From an optimization exercise on the open Yosys and OpenROAD flow, aimed at small area; shortcuts taken in it are not production practice. Function was checked by simulation only, so behaviour that the tests miss may differ from the original. Power figures rest on the tool's default switching activity, not on a simulated workload.

Setup of orange:
## control
module control(
    input pclk,
    input resetn,
    output tx_rinc,
    input [7:0] tx_rdata,
    input tx_rempty,
    output tx,
    output rx_winc,
    output [7:0] rx_wdata,
    input rx_wfull,
    input rx
);
Size in the first run: ~110 flip-flops, roughly 24 I/O pins.
export LEC_CHECK = 0
export CAP_MARGIN = 0
export CORE_MARGIN = 2
export CORE_UTILIZATION = 40
export PLACE_DENSITY = 0.6
export SLEW_MARGIN = 0
create_clock -name core_clock -period 10.0 [get_ports {pclk}]
standard.sh (not shown) runs the stock make flow with config.mk's settings and CLKGATE_MAP_FILE= SYNTH_SCRIPT=/design/flow/synth_recipe.tcl, a recipe that flattens the netlist after the stock synthesis.
==> flow/flow/run.sh <==
#!/bin/bash
# Own layout flow: the standard ORFS flow (standard.sh), with a synthesis script that
# maps the logic for area: no half/full-adder cell extraction and an area-oriented ABC script
# (deepsyn restructuring, then area mapping).
# Registers, names and the rest of the flow are those of the standard flow.
set -euo pipefail
W=$(pwd)
F=$W/flow
sed "s#@ABC@#$F/area.abc#" "$F/synth_own.tcl" > "$W/synth_own.tcl"
sed "s#SYNTH_SCRIPT=[^ ]*#SYNTH_SCRIPT=$W/synth_own.tcl#" "$W/standard.sh" > "$W/own_standard.sh"
grep -q "SYNTH_SCRIPT=$W/synth_own.tcl" "$W/own_standard.sh"
# port buffers: the smallest buffer; clock tree: small buffers, no dummy loads
export BUFFER_PORTS_ARGS="-buffer_cell sky130_fd_sc_hd__buf_1"
export CTS_ARGS="-sink_clustering_enable -repair_clock_nets -dont_use_dummy_load -buf_list sky130_fd_sc_hd__clkbuf_8 -root_buf sky130_fd_sc_hd__clkbuf_8"
bash "$W/own_standard.sh" > "$W/orfs_make.log" 2>&1
==> flow/flow/area.abc <==
strash
ifraig
scorr
dc2
strash
&get -n
&deepsyn -T 300 -J 200
&put
dch -f
amap
strash
dch -f
amap
==> flow/flow/synth_own.tcl <==
proc synth {args} { yosys synth -nofsm -noshare {*}$args }
set ::env(ADDER_MAP_FILE) ""
proc abc {args} {
  set i [lsearch -exact $args -script]
  if {$i >= 0} { set args [lreplace $args $i [expr {$i + 1}] -script @ABC@] }
  yosys abc {*}$args
}
source $::env(SCRIPTS_DIR)/synth.tcl
# left out here: clear keep_hierarchy, flatten, clean up, hide names made inside functions, write 1_2_yosys.v
orange: full flow OK, the timing, DRC and antenna checks passed
diff inputs: orange => green
-- flow/config.mk --
<<< orange, line 11
>>> green, line 11
export GPL_TIMING_DRIVEN = 0
## What came out
Changes observed in green relative to orange: starting DRC count in detailed routing shows an increase of 69; count of buffers from port buffering shows no meaningful change; combinational group share of total power shows no meaningful change.
Area of all placed cells without fillers: green vs orange — no meaningful difference
For clock-pin slew on the worst setup and hold paths, green and orange come out practically identical.
green against orange: clock power now sits at about the same level; global-route usage now sits at about the same level; average detailed-routed wire length per instance now sits higher; worst slew margin relative to its limit now sits higher.

========
Starting RTL as in the previous note.
// control
module control(
    input pclk,
    input resetn,
    output tx_rinc,
    input [7:0] tx_rdata,
    input tx_rempty,
    output tx,
    output rx_winc,
    output [7:0] rx_wdata,
    input rx_wfull,
    input rx
);
==> flow/config.mk <==
export PLATFORM = sky130hd
export DESIGN_NAME = control
export DESIGN_NICKNAME = control
export VERILOG_FILES = /design/flow/design.v
export SDC_FILE = /design/flow/constraint.sdc
export NUM_CORES = 4
export LEC_CHECK = 0
export CAP_MARGIN = 20
export CORE_MARGIN = 2
export CORE_UTILIZATION = 40
export PLACE_DENSITY = 0.6
export SLEW_MARGIN = 20
==> flow/constraint.sdc <==
create_clock -name core_clock -period 10.0 [get_ports {pclk}]
set_input_delay 2.0000 -clock core_clock [delete_from_list [all_inputs] [get_ports {pclk}]]
set_output_delay 2.0000 -clock core_clock [all_outputs]
set_load 0.01 [all_outputs]
==> flow/flow/area.abc <==
strash
ifraig
scorr
dc2
strash
&get -n
&deepsyn -T 300 -J 200
&put
dch -f
amap
Scripts as last shown in full above: flow/flow/run.sh, flow/flow/synth_own.tcl
Edit:
--- a/flow/flow/area.abc
+++ b/flow/flow/area.abc
@@ -10 +10,4 @@
 amap
+strash
+dch -f
+amap
After rerunning: Design area drops slightly; clock skew went up by 0.0035 ns; final cell count is about the same; setup slack is better by 0.096 ns; clock power stays flat; wire length goes down by a few percent; global-route usage fell by 0.25 points; register-to-register slack is better by 0.06 ns; total power goes up slightly; worst hold slack degrades by 0.024 ns.

========
The RTL this note starts from:
==> flow/design.v <==
module control(
    input pclk,
    input resetn,
    output tx_rinc,
    input [7:0] tx_rdata,
    input tx_rempty,
    output tx,
    output rx_winc,
    output [7:0] rx_wdata,
    input rx_wfull,
    input rx
);
    function [5:0] enc6;
        input [3:0] n;
        case (n)
            4'h0: enc6 = 6'b001110; 4'h1: enc6 = 6'b001101;
            4'h2: enc6 = 6'b010011; 4'h3: enc6 = 6'b010110;
            4'h4: enc6 = 6'b010101; 4'h5: enc6 = 6'b100011;
            4'h6: enc6 = 6'b100110; 4'h7: enc6 = 6'b100101;
            4'h8: enc6 = 6'b011001; 4'h9: enc6 = 6'b011010;
            4'ha: enc6 = 6'b011100; 4'hb: enc6 = 6'b110001;
            4'hc: enc6 = 6'b110010; 4'hd: enc6 = 6'b101001;
            4'he: enc6 = 6'b101010; default: enc6 = 6'b101100;
        endcase
    endfunction
    function [3:0] dec6;
        input [5:0] w;
        case (w)
            6'b001110: dec6 = 4'h0; 6'b001101: dec6 = 4'h1;
            6'b010011: dec6 = 4'h2; 6'b010110: dec6 = 4'h3;
            6'b010101: dec6 = 4'h4; 6'b100011: dec6 = 4'h5;
            6'b100110: dec6 = 4'h6; 6'b100101: dec6 = 4'h7;
            6'b011001: dec6 = 4'h8; 6'b011010: dec6 = 4'h9;
            6'b011100: dec6 = 4'ha; 6'b110001: dec6 = 4'hb;
            6'b110010: dec6 = 4'hc; 6'b101001: dec6 = 4'hd;
            6'b101010: dec6 = 4'he; 6'b101100: dec6 = 4'hf;
            default:   dec6 = 4'h0;
        endcase
    endfunction
    localparam [3:0] E_IDLE = 4'd0, E_SH = 4'd1, E_SL = 4'd2, E_D0 = 4'd3, E_D11 = 4'd14;
    localparam [2:0] C_IDLE = 3'd0, C_WAIT = 3'd1, C_SEND = 3'd2, C_LOW = 3'd3, C_GAP = 3'd4;
    reg [12:0] pwm;         
    reg        encoding;    
    reg        curTx;
    reg [3:0]  est;
    reg [7:0]  cnt;         
    reg [4:0]  sym;         
    reg [7:0]  dbuf;        
    reg [2:0]  cst;
    reg [9:0]  lowcnt;
    wire e_sl   = (est == E_SL);
    wire e_last = (est == E_D11);
    wire sym23  = sym[4] & sym[2] & sym[1] & sym[0];
    wire cnt2   = (cnt == 8'd2);
    wire cnt49  = cnt[5] & cnt[4] & cnt[0];              
    wire cnt249 = &cnt[7:3] & cnt[0];                     
    wire ready  = cnt2 & (e_sl | (e_last & ~sym23));
    wire frameEnd = e_last & cnt49 & sym23;
    wire c_idle = (cst == C_IDLE);
    wire c_wait = (cst == C_WAIT);
    wire c_send = (cst == C_SEND);
    wire c_low  = (cst == C_LOW);
    wire c_gap  = (cst == C_GAP);
    wire low_done = lowcnt[9] & lowcnt[8] & lowcnt[6] & lowcnt[4] & lowcnt[0];             
    wire gap_done = lowcnt[9] & lowcnt[6] & lowcnt[4] & lowcnt[2] & lowcnt[1] & lowcnt[0];  
    reg encode;
    reg [2:0] cst_n;
    always @(*) begin
        cst_n = cst;
        encode = 1'b0;
        case (cst)
            C_IDLE: if (~tx_rempty) begin
                        if (pwm[12]) begin cst_n = C_WAIT; encode = 1'b1; end
                        else cst_n = C_LOW;
                    end
            C_LOW:  if (low_done) begin cst_n = C_WAIT; encode = 1'b1; end
            C_WAIT: begin encode = 1'b1; if (ready) cst_n = C_SEND; end
            C_SEND: begin
                        encode = ~(ready & tx_rempty);
                        if (frameEnd) cst_n = C_GAP;
                        else if (ready & tx_rempty) cst_n = C_IDLE;
                    end
            C_GAP:  if (gap_done) cst_n = C_IDLE;
            default: cst_n = C_IDLE;
        endcase
    end
    assign tx_rinc = ready & (c_wait | (c_send & ~tx_rempty));
    always @(posedge pclk or negedge resetn) begin
        if (~resetn) cst <= C_IDLE;
        else cst <= cst_n;
    end
    always @(posedge pclk) begin
        if (c_low | c_gap) lowcnt <= lowcnt + 1'b1;
        else lowcnt <= 10'd0;
    end
    wire [3:0] nib = (est >= 4'd9) ? dbuf[7:4] : dbuf[3:0];
    wire [5:0] code = enc6(nib);
    reg  [2:0] bidx;
    always @(*) begin
        case (est)
            4'd3, 4'd9:  bidx = 3'd0;
            4'd4, 4'd10: bidx = 3'd1;
            4'd5, 4'd11: bidx = 3'd2;
            4'd6, 4'd12: bidx = 3'd3;
            4'd7, 4'd13: bidx = 3'd4;
            default:     bidx = 3'd5;
        endcase
    end
    wire dbit = code[bidx];
    reg [3:0] est_n;
    reg [7:0] cnt_n;
    reg [4:0] sym_n;
    reg       tx_n;
    always @(*) begin
        est_n = est;
        cnt_n = cnt + 1'b1;
        sym_n = sym;
        tx_n  = curTx;
        case (est)
            E_IDLE: begin
                tx_n = 1'b0; cnt_n = 8'd0; sym_n = 5'd0;
                if (encode) est_n = E_SH;
            end
            E_SH: begin
                tx_n = 1'b1;
                if (cnt249) begin est_n = E_SL; cnt_n = 8'd0; end
            end
            E_SL: begin
                tx_n = 1'b0;
                if (cnt249) begin est_n = E_D0; cnt_n = 8'd0; end
            end
            default: begin
                if (cnt49) begin
                    cnt_n = 8'd0;
                    if (e_last) begin
                        if (encode & ~sym23) begin est_n = E_D0; sym_n = sym + 1'b1; end
                        else begin est_n = E_IDLE; sym_n = 5'd0; end
                    end else est_n = est + 1'b1;
                end else tx_n = dbit;
            end
        endcase
    end
    always @(posedge pclk or negedge resetn) begin
        if (~resetn) begin
            est <= E_IDLE;
            encoding <= 1'b0;
            pwm <= 13'd0;
        end else begin
            est <= est_n;
            encoding <= (est != E_IDLE);
            if (~encoding) pwm <= pwm + 1'b1;
        end
    end
    always @(posedge pclk) begin
        cnt <= cnt_n;
        sym <= sym_n;
        curTx <= tx_n;
        if ((e_sl & (cnt == 8'd248)) | (e_last & (cnt == 8'd48))) dbuf <= tx_rdata;
    end
    assign tx = encoding ? curTx : pwm[12];
    localparam [4:0] R_IDLE = 5'd0, R_SH0 = 5'd1, R_SH4 = 5'd5, R_PEND = 5'd6,
                     R_SL0 = 5'd7, R_SL1 = 5'd8, R_SL4 = 5'd11, R_D0 = 5'd12, R_D11 = 5'd23,
                     R_V0 = 5'd24, R_V1 = 5'd25;
    reg [1:0]  rs;
    reg [4:0]  rst;
    reg [15:0] c;      
    reg [4:0]  v;      
    reg [5:0]  S;      
    reg [1:0]  m;      
    reg [11:0] raw;
    reg        dv;
    reg        winc_q;
    reg [7:0]  wdata_q;
    wire act  = ~((rst == R_IDLE) | (rst == R_PEND));
    wire live = &S;
    wire win  = (v >= 5'd17) & (v <= 5'd21) & (c[0] == v[0]);
    wire ph22 = (v == 5'd22) & ~c[0];
    wire dec  = ph22 & live;
    wire bitv = &m;
    wire wrapzone = &c[15:6] & (c[5] | c[4]);
    reg pass;
    integer i;
    always @(*) begin
        pass = 1'b1;
        for (i = 0; i < 7; i = i + 1)
            if ((&raw[i +: 6]) | ~(|raw[i +: 6])) pass = 1'b0;
    end
    reg [4:0] rst_n;
    always @(*) begin
        rst_n = rst;
        case (rst)
            R_IDLE: if (&rs) rst_n = R_SH0;
            R_PEND: if (~|rs) rst_n = R_SL0;
            R_SL0:  if (dec & ~bitv) rst_n = R_SL1;
            R_V0:   rst_n = R_V1;
            R_V1:   rst_n = pass ? R_D0 : R_IDLE;
            default: begin
                if (dec) begin
                    if (rst <= R_SH4) rst_n = bitv ? rst + 1'b1 : R_IDLE;
                    else if (rst <= R_SL4) rst_n = ~bitv ? rst + 1'b1 : R_IDLE;
                    else rst_n = rst + 1'b1;
                end
            end
        endcase
    end
    always @(posedge pclk or negedge resetn) begin
        if (~resetn) begin
            rst <= R_IDLE;
            winc_q <= 1'b0;
            wdata_q <= 8'h0;
        end else begin
            rst <= rst_n;
            winc_q <= dv & ~rx_wfull;
            if (dv & ~rx_wfull) wdata_q <= {dec6(raw[11:6]), dec6(raw[5:0])};
        end
    end
    always @(posedge pclk) begin
        rs <= {rs[0], rx};
        dv <= (rst == R_V1) & pass;
        if (~act) begin
            c <= 16'd0;
            v <= 5'd0;
            S <= 6'h3f;
        end else begin
            c <= c + 1'b1;
            v <= (v == 5'd24) ? 5'd0 : v + 1'b1;
            if (ph22) begin
                if (wrapzone) S <= ~c[5:0];
                else if (~live) S <= S - 1'b1;
            end
        end
        m <= win ? (m + {1'b0, rs[1] & ~bitv}) : 2'd0;
        if (dec & (rst >= R_D0) & (rst <= R_D11)) raw <= {bitv, raw[11:1]};
    end
    assign rx_winc = winc_q;
    assign rx_wdata = wdata_q;
endmodule
Settings: LEC_CHECK=0, CAP_MARGIN=20, CORE_MARGIN=2, CORE_UTILIZATION=40, PLACE_DENSITY=0.6, SLEW_MARGIN=20; clock period 10.0 ns.
==> flow/flow/run.sh <==
#!/bin/bash
# Own layout flow: the standard ORFS flow (standard.sh), with a synthesis script that
# maps the logic for area: no half/full-adder cell extraction and an area-only ABC script.
# Registers, names and the rest of the flow are those of the standard flow.
set -euo pipefail
W=$(pwd)
F=$W/flow
sed "s#@ABC@#$F/area.abc#" "$F/synth_own.tcl" > "$W/synth_own.tcl"
sed "s#SYNTH_SCRIPT=[^ ]*#SYNTH_SCRIPT=$W/synth_own.tcl#" "$W/standard.sh" > "$W/own_standard.sh"
grep -q "SYNTH_SCRIPT=$W/synth_own.tcl" "$W/own_standard.sh"
bash "$W/own_standard.sh" > "$W/orfs_make.log" 2>&1
==> flow/flow/area.abc <==
strash
ifraig
scorr
dc2
strash
&get -n
&dch -f
&nf -a -R 1000
&put
Scripts as last shown in full above: flow/flow/synth_own.tcl
Then changed:
--- a/flow/flow/run.sh
+++ b/flow/flow/run.sh
@@ -9,3 +9,6 @@
 sed "s#SYNTH_SCRIPT=[^ ]*#SYNTH_SCRIPT=$W/synth_own.tcl#" "$W/standard.sh" > "$W/own_standard.sh"
 grep -q "SYNTH_SCRIPT=$W/synth_own.tcl" "$W/own_standard.sh"
+# port buffers: the smallest buffer; clock tree: small buffers, no dummy loads
+export BUFFER_PORTS_ARGS="-buffer_cell sky130_fd_sc_hd__buf_1"
+export CTS_ARGS="-sink_clustering_enable -repair_clock_nets -dont_use_dummy_load -buf_list sky130_fd_sc_hd__clkbuf_8 -root_buf sky130_fd_sc_hd__clkbuf_8"
 bash "$W/own_standard.sh" > "$W/orfs_make.log" 2>&1
=> Register-to-register slack improved by 0.05 ns; utilization decreases by 2.3 points; power decreases by roughly a tenth.

## what the ideal ports hide
In the flow no input, the clock included, has a driving cell. The finished layouts below were timed again as built, in two steps.
Step 1 sets driving cells, clkbuf_16 on the clock port and buf_2 on the other inputs (assumed; they add their load-dependent delay and slew).
Step 2 moves the port delays by t, midway between the first and last clock arrival at a register: inputs arrive t later, outputs are due t later. That takes back most of the time a late clock gives input paths.
Three values: ideal ports, drivers, drivers and shift; two values: the first two.
run | t, ns | slack for setup (ns) | hold slack, ns | worst slew at a driven data input, ns
orange | 0.404 | 5.482 / 5.463 / 5.463 | 0.387 / 0.387 / 0.387 | 0.04
green | 0.398 | 5.337 / 5.309 / 5.309 | 0.381 / 0.381 / 0.381 | 0.03
the first run of note 2 | 0.392 | 5.386 / 5.354 / 5.354 | 0.412 / 0.412 / 0.412 | 0.03
the second run of note 2 | 0.405 | 5.482 / 5.463 / 5.463 | 0.387 / 0.387 / 0.387 | 0.04
the first run of note 3 | 0.389 | 4.666 / 4.642 / 4.642 | 0.368 / 0.368 / 0.368 | 0.03
the second run of note 3 | 0.403 | 5.421 / 5.392 / 5.392 | 0.372 / 0.372 / 0.372 | 0.04
After both steps setup and hold are still met in every run listed. For the first run of note 2, which loses most, drivers alone change the setup slack by -0.032 ns; drivers and shift together by -0.032 ns.
